Background: an optimization exercise with open tools, aiming at small area. Do not read the settings as production practice. RTL that was checked went through simulation tests only; none was proved equivalent to the original. Function not checked in runs 1 and 2: the RTL went through the layout flow alone. No activity file was given, so power comes from the tool's default toggle rates.

**flow/design.v**
```verilog
module pcma_detector #(
    parameter DATA_WIDTH_IQ   = 10,
    parameter DATA_WIDTH_CORD = 16,
    parameter PERIOD_WIDTH    = 16,
    parameter BOUND_WIDTH     = 10,
    parameter BOUND_NUM       = 32,
    parameter BOUND_NUM_WIDTH = 5
)(
    input                     clk,
    input                     reset_n,
    input [2:0]               mode_i,
    input [DATA_WIDTH_IQ-1:0] I_data_i,
    input [DATA_WIDTH_IQ-1:0] Q_data_i,
    input                     data_val_i,
    input [PERIOD_WIDTH-1:0]  period_seek_i,
    input [PERIOD_WIDTH-1:0]  period_lock_i,
    output                    lock_o
);
localparam S_IDLE = 2'd0, S_ACC = 2'd1, S_POST = 2'd2;
reg  [1:0]  st;
reg  [15:0] cntr;      
reg  [3:0]  stm;       
reg         lock_r;
reg         res;
wire        idle_d = (stm == 4'd15);
wire        vld    = (stm == 4'd14);           
wire [15:0] per    = lock_r ? period_lock_i : period_seek_i;
wire        cz     = (cntr == 16'd0);
wire        at_c   = (st == S_ACC) && cz;      
wire        acc    = data_val_i && idle_d && (st != S_POST);   
wire        t37    = (st == S_POST) && (cntr[5:0] == 6'd28);
wire        t40    = (st == S_POST) && (cntr[5:0] == 6'd25);
wire        t41    = (st == S_POST) && (cntr[5:0] == 6'd24);
always @(posedge clk) begin
    if (!reset_n) begin
        st     <= S_IDLE;
        stm    <= 4'd15;
        lock_r <= 1'b0;
    end else begin
        case (st)
            S_IDLE: if (data_val_i) st <= S_ACC;
            S_ACC:  if (cz)         st <= S_POST;
            default: if (t41)       st <= S_IDLE;
        endcase
        if (acc)          stm <= 4'd0;
        else if (!idle_d) stm <= stm + 4'd1;
        if (t40) lock_r <= res;
    end
end
always @(posedge clk) begin
    if (st == S_IDLE)                      cntr <= per;
    else if ((st == S_POST) || (vld && !cz)) cntr <= cntr - 16'd1;
end
reg  [9:0] U, V;       
reg  [8:0] H;          
reg        have;       
reg  [5:0] W;          
wire [9:0] aI = U[9] ? (~U + 10'd1) : U;
wire [9:0] aQ = V[9] ? (~V + 10'd1) : V;
wire       qp = (mode_i == 3'b001);
wire       swp = !qp && (aI < aQ);
wire [9:0] cI = qp ? 10'd180 : (swp ? 10'd98  : 10'd256);
wire [9:0] cQ = qp ? 10'd180 : (swp ? 10'd256 : 10'd98);
wire [10:0] dI = {1'b0, aI} - {1'b0, cI};
wire [10:0] dQ = {1'b0, aQ} - {1'b0, cQ};
wire [9:0] uI = dI[10] ? (~dI[9:0] + 10'd1) : dI[9:0];
wire [9:0] uQ = dQ[10] ? (~dQ[9:0] + 10'd1) : dQ[9:0];
wire [3:0] sj   = stm - 4'd1;                  
wire [7:0] mask = 8'hff >> sj;
wire [7:0] up   = U[8:1] & mask;
wire [7:0] vp   = V[8:1] & mask;
wire [10:0] sq  = {2'b00, H} + (U[0] ? {1'b0, up, 2'b01} : 11'd0)
                             + (V[0] ? {1'b0, vp, 2'b01} : 11'd0);
wire [17:0] xs = {V[8], U[8], V[7], U[7], V[6], U[6], V[5], U[5], V[4], U[4],
                  V[3], U[3], V[2], U[2], V[1], U[1], V[0], U[0]};
reg  [5:0] binw;
integer t;
always @(*) begin
    binw = 6'd32;
    for (t = 31; t >= 0; t = t - 1)
        if (xs < 100 * (t + 1) * (t + 1)) binw = t;
    if (H != 9'd0) binw = 6'd32;    
    binw[5] = !binw[5];    
end
always @(posedge clk) begin
    if (!reset_n) begin
        have <= 1'b0;
    end else if (acc) begin
        have <= 1'b1;
    end
end
always @(posedge clk) begin
    if (acc) begin
        U <= I_data_i;
        V <= Q_data_i;
        W <= have ? binw : 6'b100000;
    end else if (stm == 4'd0) begin
        U[8:0] <= uI[8:0];
        V[8:0] <= uQ[8:0];
        H      <= 9'd0;
    end else if (stm <= 4'd9) begin
        U[8:0] <= {sq[0], U[8:1]};
        V[8:0] <= {sq[1], V[8:1]};
        H      <= sq[10:2];
    end
end
reg  [3:0]  ph;        
reg         pend;      
reg         dpend;     
reg         inp;       
reg         isdec;     
reg         ia;        
reg         clr;       
reg         fresh;     
reg  [5:0]  IDX;       
reg  [5:0]  LIDX;      
reg  [4:0]  m;         
reg         cy, cT;    
reg         Tov;       
reg  [15:0] hr [0:31];
reg  [15:0] tr;
wire        ph0  = (ph == 4'd0);
wire        ph15 = (ph == 4'd15);
wire [31:0] tap;
genvar g;
generate
    for (g = 0; g < 32; g = g + 1) begin : g_tap
        assign tap[g] = hr[g][0];
    end
endgenerate
wire        cin  = ph0 ? ia : cy;
wire [31:0] dIDX = 32'd1 << IDX[4:0];
wire [31:0] pre  = tap & {32{!clr}};
wire [31:0] inj  = dIDX & {32{cin}};
wire [31:0] post = pre ^ inj;
wire [4:0]  mm1   = m - 5'd1;
wire [4:0]  mp1   = m + 5'd1;
wire        preb  = pre[IDX[4:0]];
wire        postb = preb ^ cin;
wire        pm    = post[m];
wire        pl    = (m != 5'd0)  && post[mm1];
wire        pr    = (m != 5'd31) && post[mp1];
wire        pL    = post[LIDX[4:0]];
wire        tpre  = tr[0] & !clr;
wire        tcin  = ph0 ? ia : cT;
wire        tpost = tpre ^ tcin;
integer k;
always @(posedge clk) begin
    for (k = 0; k < 32; k = k + 1)
        hr[k] <= {post[k], hr[k][15:1]};
    tr <= {tpost, tr[15:1]};
    cy <= cin & preb;
    cT <= tcin & tpre;
end
reg  e0, e1, e0m, e1m, e0b, e1b, cL;
wire cLin = ph0 ? 1'b1 : cL;
wire lp1  = pL ^ cLin;                          
wire e0n  = (ph0 ? 1'b1 : e0)  & (preb  == pm);
wire e1n  = (ph0 ? 1'b1 : e1)  & (postb == pm);
wire e0mn = (ph0 ? 1'b1 : e0m) & (pL    == pm);
wire e1mn = (ph0 ? 1'b1 : e1m) & (lp1   == pm);
wire e0bn = (ph0 ? 1'b1 : e0b) & (pL    == postb);
wire e1bn = (ph0 ? 1'b1 : e1b) & (lp1   == postb);
always @(posedge clk) begin
    e0  <= e0n;  e1  <= e1n;
    e0m <= e0mn; e1m <= e1mn;
    e0b <= e0bn; e1b <= e1bn;
    cL  <= cLin & pL;
end
wire sw    = inp && ia && (e0n || (e1n && (IDX[4:0] < m)));
wire [4:0] mown = sw ? IDX[4:0] : m;
wire lsw   = LIDX[4] && (sw ? (e0bn || (e1bn && (LIDX[4:0] < IDX[4:0])))
                            : (e0mn || (e1mn && (LIDX[4:0] < m))));
wire late  = pend && LIDX[5];
always @(posedge clk) begin
    if (!reset_n) begin
        ph    <= 4'd0;
        pend  <= 1'b0;
        dpend <= 1'b0;
        inp   <= 1'b0;
        ia    <= 1'b0;
        isdec <= 1'b0;
        clr   <= 1'b0;
        fresh <= 1'b1;
        LIDX  <= 6'b100000;
    end else begin
        ph    <= ph + 4'd1;
        pend  <= acc || (pend && !ph15);
        dpend <= (st == S_IDLE && data_val_i && per == 16'd0) || (at_c && idle_d)
                 || (dpend && !ph15);
        if (st == S_IDLE)    fresh <= 1'b1;
        else if (ph15 && (pend || dpend)) fresh <= 1'b0;
        if (ph15) begin
            inp   <= pend || dpend;
            isdec <= dpend;
            ia    <= pend && LIDX[5];
            clr   <= fresh && (pend || dpend);
            if (pend) begin
                IDX  <= LIDX;
                LIDX <= W;
            end
        end
    end
end
always @(posedge clk) begin
    if (st == S_IDLE)
        m <= 5'd0;
    else if (ph15) begin
        if (dpend) begin
            if (fresh)    
                m <= (late && (LIDX[4] || LIDX[3:0] == 4'd15)) ? LIDX[4:0] : 5'd0;
            else
                m <= (late && lsw) ? LIDX[4:0] : mown;
        end else
            m <= mown;
    end
end
wire bco = cin & preb;
wire tco = tcin & tpre;
always @(posedge clk) begin
    if (ph15 && inp)
        Tov <= (Tov && !clr) || (tco && !bco);
end
reg  [1:0] cs;
reg        cq, c8, sd1, sd2, gq, g8, dpd;
wire       dact = inp && isdec;
wire       mi = dact & pm;
wire       li = dact & pl;
wire       ri = dact & pr;
wire       ti = dact ? tpost : (dpd && ph0 && Tov);
wire [2:0] s3 = mi + li + ri + cs;
wire       sb = s3[0];
wire [1:0] xq = mi + sd2 + cq;
wire [1:0] x8 = sb + sd1 + c8;
always @(posedge clk) begin
    if (ph15) dpd <= dact;
    if (ph15 && dpend) begin
        cs <= 2'd0; cq <= 1'b0; c8 <= 1'b0; sd1 <= 1'b0; sd2 <= 1'b0;
        gq <= 1'b1; g8 <= 1'b1;
    end else begin
        cs  <= s3[2:1];
        cq  <= xq[1];
        c8  <= x8[1];
        sd1 <= sb;
        sd2 <= sd1;
        if (xq[0] != ti) gq <= xq[0];
        if (x8[0] != ti) g8 <= x8[0];
    end
    if (t37) res <= qp ? gq : g8;
end
assign lock_o = lock_r;
endmodule
```
**flow/config.mk**
```make
export PLATFORM = sky130hd
export DESIGN_NAME = pcma_detector
export DESIGN_NICKNAME = pcma_detector
export VERILOG_FILES = /design/flow/design.v
export SDC_FILE = /design/flow/constraint.sdc
export NUM_CORES = 4
export LEC_CHECK = 0
export ABC_AREA = 1
export CAP_MARGIN = 20
export CORE_MARGIN = 2
export CORE_UTILIZATION = 60
export CTS_BUF_LIST = sky130_fd_sc_hd__clkbuf_4 sky130_fd_sc_hd__clkbuf_8
export CTS_CLUSTER_DIAMETER = 50
export CTS_CLUSTER_SIZE = 12
export PLACE_DENSITY = 0.75
export SLEW_MARGIN = 20
```
**flow/run.sh**
```bash
#!/bin/bash
# synth_recipe.tcl (not shown) runs the flow's synth.tcl, then flattens the netlist and writes it again
# the make line also repeats each setting of config.mk as NAME=value (left out here)
make -C /OpenROAD-flow-scripts/flow DESIGN_CONFIG=/design/flow/config.mk WORK_HOME=/design/flow/orfs CLKGATE_MAP_FILE= SYNTH_SCRIPT=/design/flow/synth_recipe.tcl finish
```
**flow/constraint.sdc**
```tcl
create_clock -name core_clock -period 10.0 [get_ports {clk}]
set_input_delay 2.0000 -clock core_clock [delete_from_list [all_inputs] [get_ports {clk}]]
set_output_delay 2.0000 -clock core_clock [all_outputs]
set_load 0.01 [all_outputs]
```
==> summary.txt, run 1 <==
Worst setup path
  • CP max FO: 10
  • WP buf/inv: 5
  • CP top delay family: simple AND/OR/NAND/NOR gates
  • Cell-by-cell trace of the critical path: clkdlybuf4s50_1, inv_1, nor3_1, inv_1, nand2_1, inv_1, ha_1, inv_1, a21oi_1, nand2_1, a21oi_1, o21bai_1, a21oi_1, o21bai_1, nand2_1, nand2_1, nor2_1, a21oi_1, o21ai_0, o21ai_0, o21ai_0
  • Startpoint of the most critical register-to-register path: V[0]
  • Longest individual stage delay on the worst path: 630 ps
  • Type of element launching the critical path: input pin
  • Crit path max-delay cell type: nor3_1
  • Worst Setup Path Type: input pin to flip-flop
  • Worst setup slack for register-to-register paths: 4810 ps
  • Destination of the worst register-to-register timing path: U[8]
  • R2r worst-path depth: 27
  • CP required: 10,370 ps
  • Data arrival time of the worst path: between 5000 and 6000 ps
  • Setup crit end kind: flip-flop

Placement
  • Setup slack at placement: 4000 ps
  • Placement Cell Area: 22,500 um^2
  • Inst Count DP: 2,650
  • Detail Placement HPWL: between 30,000 and 40,000 um
  • Count of input and output buffers: 58
  • Routability congestion estimate from global placement: roughly 1

Pwr
  • Combinational power share: a little under a third
  • Power density relative to cell area: ~270 nW/um^2
  • Worst vdd ir: 0.318 mV
  • Switching power: about 2300 uW
  • Overall Power: 6430 uW
  • Internal power: 4110 uW
  • Clock network fraction of total power: 24.3%
  • Leakage: 0.0100 uW
  • Switching share of total power: 36.0%
  • Sequential power share: 44.8%

Min path
  • Cell depth of the worst hold path: 0
  • End point of the worst hold path: tr[10]
  • Startpoint of the lowest-slack hold path: tr[11]
  • Hold crit path type: flip-flop to flip-flop

Clock network
  • Clock insertion delay at the later pin of the skew report: 650 ps
  • Clock root buffer: clkbuf_8
  • Quantity of hold-fixing buffers added after cts: 0
  • Number of buffers added by the clock tree synthesis step: 70
  • Clock Path Buffers: 3
  • Number of resized instances in the post-cts repair step: 0
  • CTS tree: built
  • Number of H-tree levels: 3
  • Clock slew at reported path FFs: 80 ps
  • Total clock sinks: about 630
  • Number of buffers inserted by post-CTS setup repair: 0

Timing
  • Unrepaired setup endpoints after global routing: false
  • Headroom to the max-slew limit: 32.7%
  • Fin. Hold Viols: 0
  • Slew of the pin with the lowest slew margin: 1010 ps
  • Final setup violation count: 0
  • Max Transition Viols Final: 0
  • Post-layout minimum cycle time: 5280 ps
  • Max Clock Skew: 43.5 ps
  • Part of the cycle the worst path needs: 52.8%
  • Peak clock frequency supported by timing: 190 MHz
  • Setup TNS Final: 0 ps
  • Least setup slack across all paths after layout: about 4700 ps

Die
  • Die Wd: 193 um
  • Floorplan Core Area: 35,400 um^2
  • Initial core utilization: 60.7%
  • Number of rows created at floorplan: roughly 70
  • Die footprint: between 30,000 and 40,000 um^2
  • Die boundary height: 193 um
  • I/O Pins: between 50 and 60

Yosys
  • Yosys Warn Count: 2
  • Async S/R FF share, synth: 0%
  • Number of instances in the synthesized netlist: 2,173
  • Cell taking the most area after synthesis: dfxtp_1
  • Most area-consuming cells after synthesis: dfxtp_1 (54%), edfxtp_1 (8.2%), nand2_1 (7.1%), inv_1 (4.1%), ha_1 (4.0%)
  • Synth Flop Type: dfxtp_1
  • Avg Inst Size Synth: 9.89 um^2
  • Syn_nets: 2,314
  • Count of flip-flops with a built-in enable after synthesis: 59
  • Post-synthesis sequential area ratio: 61.8%
  • Top-area cell type share of the netlist area: about 54%
  • Register bit total from synthesis: 634
  • Unique masters post-synth: 58
  • Cell area after synthesis: between 20,000 and 25,000 um^2

Global routing
  • First-pass GRT wire length: 74,000 um
  • Grt ovf: 0
  • GRT Util Overall: between 20 and 25%
  • Initial antenna violation count: 0
  • Vias in the first global route: 14,500
  • Largest net degree at the start of global routing: 34

Drt
  • Via count of the routed design: 14,800
  • Count of TritonRoute iterations in the first routing pass: 6
  • Number of vias per cell after detailed routing: 5.39
  • Routed len/inst: 16.6 um
  • Residual DRC: 0
  • Remaining number of nets flagged by the antenna check after routing: 0
  • Number of DRC violations after detailed-routing iteration 0: 1,238
  • Aggregate routed wire length: 45,500 um

Final layout
  • Diode count: 0
  • Area growth, synth to finish: 10.3%
  • Most common cell after layout, fill and taps aside: dfxtp_1
  • Share of layout cells above drive strength 1: 6.91%
  • # fillers: ~2,800
  • Highest-count cells in the layout ignoring fill and taps: dfxtp_1 (575), nand2_1 (404), inv_1 (237)
  • Cell Count, Final, Fillers Out: 2,747
  • Nets: 2,402
  • Final standard cell area without fillers: between 20,000 and 25,000 um^2

Run status
  • Outcome: finished clean

Flow run
  • Max Cap Viol: 0
[state kept, by name, summed over array words and instances, names as in the netlist, 5 cells and up]
| name | cells |
|---|---|
| V | 10 |
| LIDX | 6 |
| U | 10 |
| m | 5 |
| IDX | 5 |
| hr | 512 |
| cntr | 16 |
| tr | 16 |
| H | 9 |
| W | 6 |
[how the worst max path moves through the flow]
| stage | from | endpoint | slack (ps) | cells past startpoint |
|---|---|---|---|---|
| floorplan | mode_i[0] | V[8] | 5340 | 20 |
| global placement | mode_i[0] | U[8] | 4070 | 15 |
| detailed placement | mode_i[0] | V[6] | 4000 | 21 |
| CTS | mode_i[0] | V[6] | 4670 | 21 |
| global route | mode_i[0] | V[6] | 4300 | 21 |
| finish | mode_i[0] | V[6] | 4720 | 21 |
[layer usage]
metal	vias to the layer above	track usage, %	wire length [um]
met4	0	11.1	1760
met1	6882	33.1	20200
met2	561	39.2	20600
met5	-	0	0
li1	7240	-	-
met3	127	4.29	2910
[cell type report]
| type | count | area, um^2 | share of cell area [%] |
|---|---|---|---|
| Clock buffer | 78 | 1040 | 4.40 |
| Clock inverter | 19 | 166 | 0.702 |
| Inverter | 247 | 932 | 3.93 |
| Multi-Input combinational cell | 1247 | 7090 | 29.9 |
| Sequential cell | 634 | 13300 | 56.1 |
| Tap cell | 461 | 577 | 2.43 |
| Timing Repair Buffer | 61 | 603 | 2.55 |
[cell families (layout without fill, tap and decap cells)]
group,Yosys count,count (layout),share of synthesized area (%)
and+or+nand+nor,745,745,14.8
DFF,634,634,61.8
AOI/OAI and AO/OA,340,340,9.30
buffers and inverters,292,405,5.21
adders and majority gates,83,83,5.32
xor gates and xnor gates,69,69,3.06
muxes,10,10,0.466
[cell usage after synthesis, types with 4 or more instances]
library cell    n
dfxtp_1       575
nand2_1       404
inv_1         237
nor2_1        156
o21ai_0       127
a21oi_1        91
nand3_1        74
ha_1           69
edfxtp_1       59
xor2_1         55
nor3_1         45
clkbuf_1       39
a31oi_1        21
o211ai_1       21
nand4_1        20
o22ai_1        19
fa_1           14
or2_2          14
nand2_2        11
mux2i_1        10
o2111ai_1      10
o31ai_1         8
xnor2_1         7
o21bai_1        6
clkinv_1        5
xor2_2          5
a211oi_1        4
a311oi_1        4
inv_2           4
nor2_2          4
nor4_1          4
o21ai_1         4
[stage by stage]
stage	utilization, %	hold WS [ps]
finish	66.9	314
global route	66.9	310
CTS	66.9	314
detailed placement	63.5	312
global placement	63.5	309
floorplan	-	310
[worst register-to-register path: stages, from the launching register on]
cell and delay, ps:
edfxtp_1 460, inv_1 240, ha_1 270, o21ai_0 390, ha_1 320, inv_1 60, o21bai_1 70, a21o_1 170
a21oi_1 110, o21ai_0 90, nand2_1 70, nand2_1 40, a21oi_1 110, o21ai_0 120, nor2_1 250, ha_1 200
inv_1 60, fa_1 370, or2_2 330, a21o_1 180, a21oi_1 120, nor2_1 60, nor2_1 110, xor2_1 250
a31oi_1 140, xnor2_1 150, o21ai_0 140, nand2_1 70
[power by group through the flow]
| stage | Clock (uW) | Combinational [uW] | Sequential, uW |
|---|---|---|---|
| after global routing | 1710 | 2280 | 2890 |
| after CTS | 1620 | 1950 | 2880 |
| after floorplan | 0 | 1540 | 2830 |
| after detailed placement | 0 | 1930 | 2940 |
| after global placement | 0 | 1900 | 2940 |
| final | 1570 | 1980 | 2880 |
==> inputs of run 2 (changes only) <==
--- a/flow/config.mk
+++ b/flow/config.mk
@@ -9,8 +9,8 @@
 export CAP_MARGIN = 20
 export CORE_MARGIN = 2
 export CORE_UTILIZATION = 60
-export CTS_BUF_LIST = sky130_fd_sc_hd__clkbuf_4 sky130_fd_sc_hd__clkbuf_8
-export CTS_CLUSTER_DIAMETER = 50
-export CTS_CLUSTER_SIZE = 12
+export CTS_BUF_LIST = sky130_fd_sc_hd__clkbuf_8
+export CTS_CLUSTER_DIAMETER = 60
+export CTS_CLUSTER_SIZE = 20
 export PLACE_DENSITY = 0.75
 export SLEW_MARGIN = 20
==> run 2 against run 1 <==
Highest routed layer unchanged; cell count decreased by 1.2%; count of clock-buffer cells in the layout decreased by 33; clock power decreased by 18%; synthesized cell count unchanged; via count decreased by 1.8%; power decreased by 4.4%; still clean on timing, DRC and antenna; global-route usage decreased by 0.55 points; sequential power about the same; clock skew increased by 7.5 ps; register-to-register slack got worse by 20 ps; critical path depth unchanged; sequential cell count unchanged.
==> summary.txt, run 2 <==
Die
  • Die boundary height: slightly below 200 um
  • I/O Pins: 59
  • Number of rows created at floorplan: 69
  • Die Wd: 193 um
  • Floorplan Core Area: between 30,000 and 40,000 um^2
  • Initial core utilization: 60.7%
  • Die footprint: approximately 37,000 um^2

Run status
  • Outcome: finished clean

Worst setup path
  • R2r worst-path depth: 27
  • Worst setup slack for register-to-register paths: 4790 ps
  • Startpoint of the most critical register-to-register path: V[0]
  • Destination of the worst register-to-register timing path: U[8]
  • CP required: 10,420 ps
  • Setup crit end kind: flip-flop
  • Worst Setup Path Type: input pin to flip-flop
  • CP max FO: 10
  • Data arrival time of the worst path: 5640 ps
  • Type of element launching the critical path: input pin

Yosys
  • Share of the synthesized netlist area taken by xor and xnor gates: 3.06%
  • Multiplexer area fraction after synthesis: less than 1%
  • Count of flip-flops with a built-in enable after synthesis: a little under 60
  • Synth Area in Compound Gates: 9.30%
  • Fraction of the mapped netlist area in adder cells: 5.32%
  • Post-synthesis sequential area ratio: 61.8%
  • Avg Inst Size Synth: 9.89 um^2
  • Cell area after synthesis: 21,500 um^2
  • Yosys Warn Count: 2
  • Top-area cell type share of the netlist area: 53.6%
  • Library cell with the highest instance count after synthesis: dfxtp_1
  • Unique masters post-synth: 58
  • Cell types with the highest counts after synthesis: dfxtp_1 (575), nand2_1 (404), inv_1 (237)
  • Most area-consuming cells after synthesis: dfxtp_1 (54%), edfxtp_1 (8.2%), nand2_1 (7.1%), inv_1 (4.1%), ha_1 (4.0%)
  • Async S/R FF share, synth: 0%
  • Post-Synth Simple-Gate Area: 14.8%
  • Main combinational cell family by area after synthesis: simple AND/OR/NAND/NOR gates
  • Syn_nets: roughly 2,300
  • Cell taking the most area after synthesis: dfxtp_1
  • Register bit total from synthesis: 634
  • Synth Flop Type: dfxtp_1
  • Number of instances in the synthesized netlist: 2,173

Clock network
  • CTS tree: built
  • Clock slew at reported path FFs: 110 ps
  • Number of buffers inserted by post-CTS setup repair: 0
  • Clock insertion delay at the later pin of the skew report: approximately 670 ps
  • Clock root buffer: clkbuf_8
  • Number of H-tree levels: 2
  • Quantity of hold-fixing buffers added after cts: 0
  • Clock Path Buffers: 3
  • Number of resized instances in the post-cts repair step: 0
  • Number of buffers added by the clock tree synthesis step: 44
  • Total clock sinks: about 630

Global routing
  • Vias in the first global route: 14,100
  • First-pass GRT wire length: 72,500 um
  • Initial antenna violation count: 0
  • Largest net degree at the start of global routing: 34
  • GRT Util Overall: 24.1%
  • Grt ovf: 0

Final layout
  • Nets: between 2,000 and 2,500
  • Max FFs per register: ~500
  • Share of layout cells above drive strength 1: 5.50%
  • Most common cell after layout, fill and taps aside: dfxtp_1
  • # fillers: 2,827
  • Register containing the most flip-flops in the final layout: hr
  • Cell Count, Final, Fillers Out: 2,714
  • Area growth, synth to finish: 8.62%
  • Final core utilization: 65.9%
  • Diode count: 0
  • Highest-count cells in the layout ignoring fill and taps: dfxtp_1 (575), nand2_1 (404), inv_1 (238)
  • Top Registers: hr: 512 flops, cntr: 16 flops, tr: 16 flops

Timing
  • Final setup violation count: 0
  • Max Clock Skew: 51.0 ps
  • Setup TNS Final: 0 ps
  • Fin. Hold Viols: 0
  • Post-layout minimum cycle time: 5210 ps
  • Headroom to the max-slew limit: ~32%
  • Slew of the pin with the lowest slew margin: 1020 ps
  • Peak clock frequency supported by timing: 192 MHz
  • Max Transition Viols Final: 0
  • Part of the cycle the worst path needs: 52.1%
  • Unrepaired setup endpoints after global routing: false

Min path
  • End point of the worst hold path: hr[13][7]
  • Hold crit path type: flip-flop to flip-flop
  • Cell depth of the worst hold path: 0
  • Startpoint of the lowest-slack hold path: hr[13][8]

Pwr
  • Clock network fraction of total power: 20.9%
  • Power density relative to cell area: 264 nW/um^2
  • Leakage: just under 0.01 uW
  • Switching share of total power: a little under two fifths
  • Sequential power share: 46.9%
  • Switching power: 2260 uW
  • Internal power: about 3900 uW
  • Combinational power share: ~32%
  • Worst vdd ir: 0.319 mV

Drt
  • Remaining number of nets flagged by the antenna check after routing: 0
  • Routed len/inst: 16.4 um
  • Via count of the routed design: between 10,000 and 15,000
  • Number of vias per cell after detailed routing: 5.36
  • Count of TritonRoute iterations in the first routing pass: 6
  • Residual DRC: 0
  • Aggregate routed wire length: 44,500 um
  • Number of DRC violations after detailed-routing iteration 0: about 1,200

Placement
  • Detail Placement HPWL: 32,500 um
  • Count of input and output buffers: 58
  • Routability congestion estimate from global placement: 0.987
  • Inst Count DP: 2,650

Flow run
  • Max Cap Viol: 0
-- run 2: cell count changes in the layout (fill, tap and decap cells not counted), sizes merged --
cell and change:
bufinv +1, clkinvlp -3, clkbuf -33, clkinv +2
-- run 2: metal layers --
layer	up-vias	wire (um)	GRT usage [%]
li1	7191	-	-
met4	0	1390	8.71
met2	538	20100	38.4
met1	6698	19900	32.9
met5	-	0	0
met3	117	3090	4.43
-- run 2: kinds of logic after synthesis --
family | Yosys count
AOI/OAI and AO/OA | 340
and+or+nand+nor | 745
xor gates and xnor gates | 69
muxes | 10
adders and majority gates | 83
DFF | 634
buffers and inverters | 292
-- run 2: power by group through the flow --
stage | sequential, uW | combinational, uW | clock [uW]
final | 2880 | 1980 | 1290
after global routing | 2900 | 2280 | 1420
after CTS | 2880 | 1950 | 1330
after detailed placement | 2940 | 1930 | 0
after global placement | 2940 | 1900 | 0
after floorplan | 2830 | 1540 | 0
-- run 2: worst max path at each step --
stage          startpoint  endpoint  slack, ps  cells after the start
2_1_floorplan   mode_i[0]      V[8]       5340                     20
6_report        mode_i[0]      V[6]       4790                     21
3_3_place_gp    mode_i[0]      U[8]       4070                     15
4_1_cts         mode_i[0]      V[6]       4720                     21
3_5_place_dp    mode_i[0]      V[6]       4000                     21
5_1_grt              V[0]      V[6]       4340                     30
-- run 2: final cells by class --
class / count / area, um^2 / share of cell area, %
Sequential cell: 634 / 13300 / 56.9
Tap cell: 461 / 577 / 2.47
Clock inverter: 19 / 234 / 1.00
Multi-Input combinational cell: 1247 / 7090 / 30.4
Timing Repair Buffer: 61 / 603 / 2.58
Inverter: 247 / 932 / 3.99
Clock buffer: 45 / 619 / 2.65
-- run 2: critical path, cell delays in order --
cell             delay (ps)
clkdlybuf4s50_1         450
inv_1                    30
nor3_1                  630
inv_1                   420
nand2_1                 240
inv_1                    80
ha_1                    180
inv_1                    80
a21oi_1                  60
nand2_1                 100
a21oi_1                  80
o21bai_1                200
a21oi_1                 100
o21bai_1                210
nand2_1                  80
nand2_1                 210
nor2_1                   80
a21oi_1                 120
o21ai_0                 100
o21ai_0                  80
o21ai_0                 100
-- run 2: through the flow --
step / total power [uW] / setup WS [ps] / area [um^2] / hold slack, ps
6_report: 6150 / 4790 / 23300 / 312
5_1_grt: 6600 / 4340 / 23300 / 322
4_1_cts: 6160 / 4720 / 23300 / 311
3_5_place_dp: 4870 / 4000 / 22500 / 312
3_3_place_gp: 4830 / 4070 / 22500 / 309
2_1_floorplan: 4370 / 5340 / 21500 / 310
==> inputs of run 3 (changes only) <==
--- a/flow/design.v
+++ b/flow/design.v
@@ -53,6 +53,7 @@
 end
 reg  [9:0] U, V;       
 reg  [8:0] H;          
+reg        oor;        
 reg        have;       
 reg  [5:0] W;          
 wire [9:0] aI = U[9] ? (~U + 10'd1) : U;
@@ -79,7 +80,7 @@
     binw = 6'd32;
     for (t = 31; t >= 0; t = t - 1)
         if (xs < 100 * (t + 1) * (t + 1)) binw = t;
-    if (H != 9'd0) binw = 6'd32;    
+    if (oor) binw = 6'd32;
     binw[5] = !binw[5];    
 end
 always @(posedge clk) begin
@@ -97,6 +98,7 @@
     end else if (stm == 4'd0) begin
         U[8:0] <= uI[8:0];
         V[8:0] <= uQ[8:0];
+        oor    <= (uI >= 10'd320) || (uQ >= 10'd320);
         H      <= 9'd0;
     end else if (stm <= 4'd9) begin
         U[8:0] <= {sq[0], U[8:1]};
@@ -130,17 +132,17 @@
 endgenerate
 wire        cin  = ph0 ? ia : cy;
 wire [31:0] dIDX = 32'd1 << IDX[4:0];
+wire [31:0] dm   = 32'd1 << m;
+wire [31:0] dL   = 32'd1 << LIDX[4:0];
 wire [31:0] pre  = tap & {32{!clr}};
 wire [31:0] inj  = dIDX & {32{cin}};
 wire [31:0] post = pre ^ inj;
-wire [4:0]  mm1   = m - 5'd1;
-wire [4:0]  mp1   = m + 5'd1;
-wire        preb  = pre[IDX[4:0]];
+wire        preb  = |(pre & dIDX);
 wire        postb = preb ^ cin;
-wire        pm    = post[m];
-wire        pl    = (m != 5'd0)  && post[mm1];
-wire        pr    = (m != 5'd31) && post[mp1];
-wire        pL    = post[LIDX[4:0]];
+wire        pm    = |(post & dm);
+wire        pl    = |(post & (dm >> 1));
+wire        pr    = |(post & (dm << 1));
+wire        pL    = |(post & dL);
 wire        tpre  = tr[0] & !clr;
 wire        tcin  = ph0 ? ia : cT;
 wire        tpost = tpre ^ tcin;
==> flow/config.mk (replaced) <==
export PLATFORM = sky130hd
export DESIGN_NAME = pcma_detector
export DESIGN_NICKNAME = pcma_detector
export VERILOG_FILES = /design/flow/design.v
export SDC_FILE = /design/flow/constraint.sdc
export NUM_CORES = 4
export LEC_CHECK = 0
export CAP_MARGIN = 20
export CORE_MARGIN = 2
export CORE_UTILIZATION = 30
export PLACE_DENSITY = 0.45
export SLEW_MARGIN = 20
==> run 3 against run 2 <==
Clock power increased by 98%; via count increased by 1.5%; non-clock buffer count increased by 30; critical path type is now flip-flop to flip-flop.
==> summary.txt, run 3 <==
Worst setup path
  • Startpoint of the most critical register-to-register path: V[0]
  • CP required: 10,370 ps
  • R2r worst-path depth: 25
  • Worst setup slack for register-to-register paths: 3780 ps
  • Setup crit end kind: flip-flop
  • Destination of the worst register-to-register timing path: oor
  • CP max FO: 6
  • Type of element launching the critical path: flip-flop
  • Worst Setup Path Type: flip-flop to flip-flop
  • Data arrival time of the worst path: 6590 ps

Yosys
  • Most area-consuming cells after synthesis: dfxtp_1 (52%), edfxtp_1 (8.2%), ha_1 (3.7%), nand2_1 (2.6%), xnor2_1 (2.3%)
  • Cell types with the highest counts after synthesis: dfxtp_1 (575), nand2_1 (154), nor2_1 (127)
  • Avg Inst Size Synth: 10.9 um^2
  • Library cell with the highest instance count after synthesis: dfxtp_1
  • Unique masters post-synth: 94
  • Cell area after synthesis: 22,000 um^2
  • Count of flip-flops with a built-in enable after synthesis: 60
  • Async S/R FF share, synth: 0%
  • Post-synthesis sequential area ratio: 60.4%
  • Synth Flop Type: dfxtp_1
  • Syn_nets: 2,152
  • Top-area cell type share of the netlist area: 52.2%
  • Register bit total from synthesis: 635
  • Cell taking the most area after synthesis: dfxtp_1
  • Number of instances in the synthesized netlist: slightly above 2,000
  • Yosys Warn Count: 2

Timing
  • Setup TNS Final: 0 ps
  • Headroom to the max-slew limit: 27.0%
  • Unrepaired setup endpoints after global routing: false
  • Max Transition Viols Final: 0
  • Post-layout minimum cycle time: 6220 ps
  • Slew of the pin with the lowest slew margin: 1090 ps
  • Peak clock frequency supported by timing: 161 MHz
  • Max Clock Skew: 35.1 ps
  • Part of the cycle the worst path needs: ~62%
  • Fin. Hold Viols: 0
  • Final setup violation count: 0

Drt
  • Aggregate routed wire length: 55,100 um
  • Via count of the routed design: 14,800
  • Remaining number of nets flagged by the antenna check after routing: 0
  • Number of DRC violations after detailed-routing iteration 0: 1,219
  • Number of vias per cell after detailed routing: 4.77
  • Routed len/inst: ~18 um
  • Count of TritonRoute iterations in the first routing pass: 5
  • Residual DRC: 0

Placement
  • Detail Placement HPWL: roughly 38,000 um
  • Routability congestion estimate from global placement: between 0.8 and 0.9
  • Inst Count DP: 2,969
  • Count of input and output buffers: 58

Clock network
  • Clock root buffer: clkbuf_16
  • Number of buffers added by the clock tree synthesis step: 67
  • Number of H-tree levels: 3
  • Number of buffers inserted by post-CTS setup repair: 0
  • Number of resized instances in the post-cts repair step: 0
  • Quantity of hold-fixing buffers added after cts: 0
  • Clock Path Buffers: 3
  • CTS tree: built
  • Clock slew at reported path FFs: 60 ps
  • Clock insertion delay at the later pin of the skew report: 620 ps
  • Total clock sinks: roughly 640

Final layout
  • Register containing the most flip-flops in the final layout: hr
  • # fillers: between 7,000 and 8,000
  • Max FFs per register: between 500 and 600
  • Highest-count cells in the layout ignoring fill and taps: dfxtp_1 (575), nand2_1 (154), nor2_1 (126)
  • Top Registers: hr: 512 flops, cntr: 16 flops, tr: 16 flops
  • Share of layout cells above drive strength 1: 8.30%
  • Nets: 2,217
  • Area growth, synth to finish: 18.2%
  • Most common cell after layout, fill and taps aside: dfxtp_1
  • Cell Count, Final, Fillers Out: 3,095

Run status
  • Outcome: finished clean

Global routing
  • GRT Util Overall: between 10% and 20%
  • Initial antenna violation count: 0
  • Largest net degree at the start of global routing: 35
  • First-pass GRT wire length: 85,900 um
  • Grt ovf: 0
  • Vias in the first global route: between 10,000 and 15,000

Pwr
  • Switching power: 2540 uW
  • Internal power: between 5000 and 6000 uW
  • Combinational power share: between 20% and 30%
  • Switching share of total power: 32.7%
  • Overall Power: 7780 uW
  • Leakage: 0.0101 uW
  • Worst vdd ir: 0.267 mV
  • Power density relative to cell area: 299 nW/um^2
  • Sequential power share: 37.8%
  • Clock network fraction of total power: between 30% and 40%

Min path
  • End point of the worst hold path: hr[18][11]
  • Hold crit path type: flip-flop to flip-flop
  • Cell depth of the worst hold path: 0
  • Startpoint of the lowest-slack hold path: hr[18][12]

Die
  • Floorplan Core Area: 72,800 um^2
  • Initial core utilization: 30.2%
  • Die Wd: 275 um
  • Die boundary height: 275 um
  • Die footprint: 75,600 um^2
  • Number of rows created at floorplan: 99
  • I/O Pins: between 50 and 60

Flow run
  • Max Cap Viol: 0
## run 3: cell types whose count changed after synthesis, sizes merged, moves of 36 or more
| cell | previous run | this run |
|---|---|---|
| nor2b | 0 | 38 |
| inv | 242 | 96 |
| nand2 | 417 | 154 |
| nor2 | 163 | 127 |
| xnor2 | 9 | 60 |
| o21ai | 134 | 79 |
| nand2b | 0 | 37 |
| clkbuf | 39 | 79 |
## run 3: how the worst max path moves through the flow
| stage | startpoint | cells after the start | end | slack (ps) |
|---|---|---|---|---|
| 2_1_floorplan | V[0] | 28 | oor | 4330 |
| 3_5_place_dp | mode_i[0] | 14 | oor | 2970 |
| 5_1_grt | V[1] | 25 | oor | 3260 |
| 3_3_place_gp | mode_i[0] | 14 | oor | 3080 |
| 6_report | V[0] | 25 | oor | 3780 |
| 4_1_cts | V[0] | 28 | oor | 3380 |
## run 3: critical path: stages, from the launching register on
cell      delay [ps]
edfxtp_1         450
inv_1            130
ha_1             230
nand2b_1         150
xnor2_1          340
inv_1             90
ha_1             280
o21a_1           100
o21a_1           160
o21a_1           160
o21a_1           170
o21a_1           170
o21a_1           160
o21ai_0          160
nand2b_1         100
a21o_1           190
nor2_1           210
ha_1             180
inv_1             60
fa_1             390
xnor2_1          290
or3b_2           490
or3_1            350
o41ai_1          380
xnor2_1          110
or4_1            460
## run 3: final cells by class
| type | instances | area [um^2] | area share (%) |
|---|---|---|---|
| diodes | 3 | 7.51 | 0.0288 |
| clock buffers | 92 | 1900 | 7.31 |
| clock inverters | 30 | 432 | 1.66 |
| inverters | 99 | 372 | 1.43 |
| multi-input cells | 1186 | 7990 | 30.7 |
| flip-flops and latches | 635 | 13300 | 51.1 |
| well taps | 959 | 1200 | 4.61 |
| repair buffers | 91 | 826 | 3.17 |
## run 3: cells by family after synthesis
group,count (synthesis),synth area share (%)
flops,635,60.4
simple gates,584,13.4
compound gates,405,12.8
buf+inv,194,3.40
xor+xnor,91,3.65
fa+ha+maj,81,5.05
mux,25,1.27
## run 3: per-stage QoR
stage | utilization [%] | setup slack, ps | hold slack [ps] | instance area [um^2]
after CTS | 35.7 | 3380 | 310 | 26000
after floorplan | - | 4330 | 310 | 22000
after global routing | 35.7 | 3260 | 316 | 26000
final | 35.8 | 3780 | 314 | 26000
after global placement | 32.5 | 3080 | 309 | 23700
after detailed placement | 32.5 | 2970 | 312 | 23700
## run 3: power by group through the flow
stage / Combinational (uW) / Clock (uW) / Sequential (uW)
6_report: 2290 / 2550 / 2940
5_1_grt: 2600 / 2740 / 2960
4_1_cts: 2290 / 2640 / 2940
3_5_place_dp: 2280 / 0 / 2990
3_3_place_gp: 2290 / 0 / 3000
2_1_floorplan: 1870 / 0 / 2810
## run 3: per-layer routing
layer | global-route usage (%) | share of wire [%] | vias to the layer above
met2 | 23.5 | 46 | 446
met5 | 0 | 0 | -
met4 | 5.15 | 2.6 | 0
li1 | - | - | 7178
met3 | 2.80 | 5.0 | 96
met1 | 19.8 | 47 | 7042

what the ideal ports hide:
No port has a modelled driver above. Below, the same layouts with a new extraction and two added sets of constraints.
Step 1: set_driving_cell puts a clkbuf_16 on clk and a buf_2 on each other input, an assumption about the parent block.
Step 2 moves the port delays by t, midway between the first and last clock arrival at a register: inputs arrive t later, outputs are due t later. That takes back most of the time a late clock gives input paths.
a / b / c = no drivers / after step 1 / after step 2; a / b = the first two.
run	shift t [ns]	setup slack, ns	worst slew at a driven data input, ns
run 1	0.680	4.723 / 4.753 / 4.073	0.04
run 2	0.698	4.789 / 4.791 / 4.119	0.04
run 3	0.666	3.779 / 3.779 / 3.491	0.04
After both steps setup and hold are still met in every run listed. The setup slack of run 2, which loses most, moves by +0.002 ns with the drivers and by -0.670 ns with both steps.
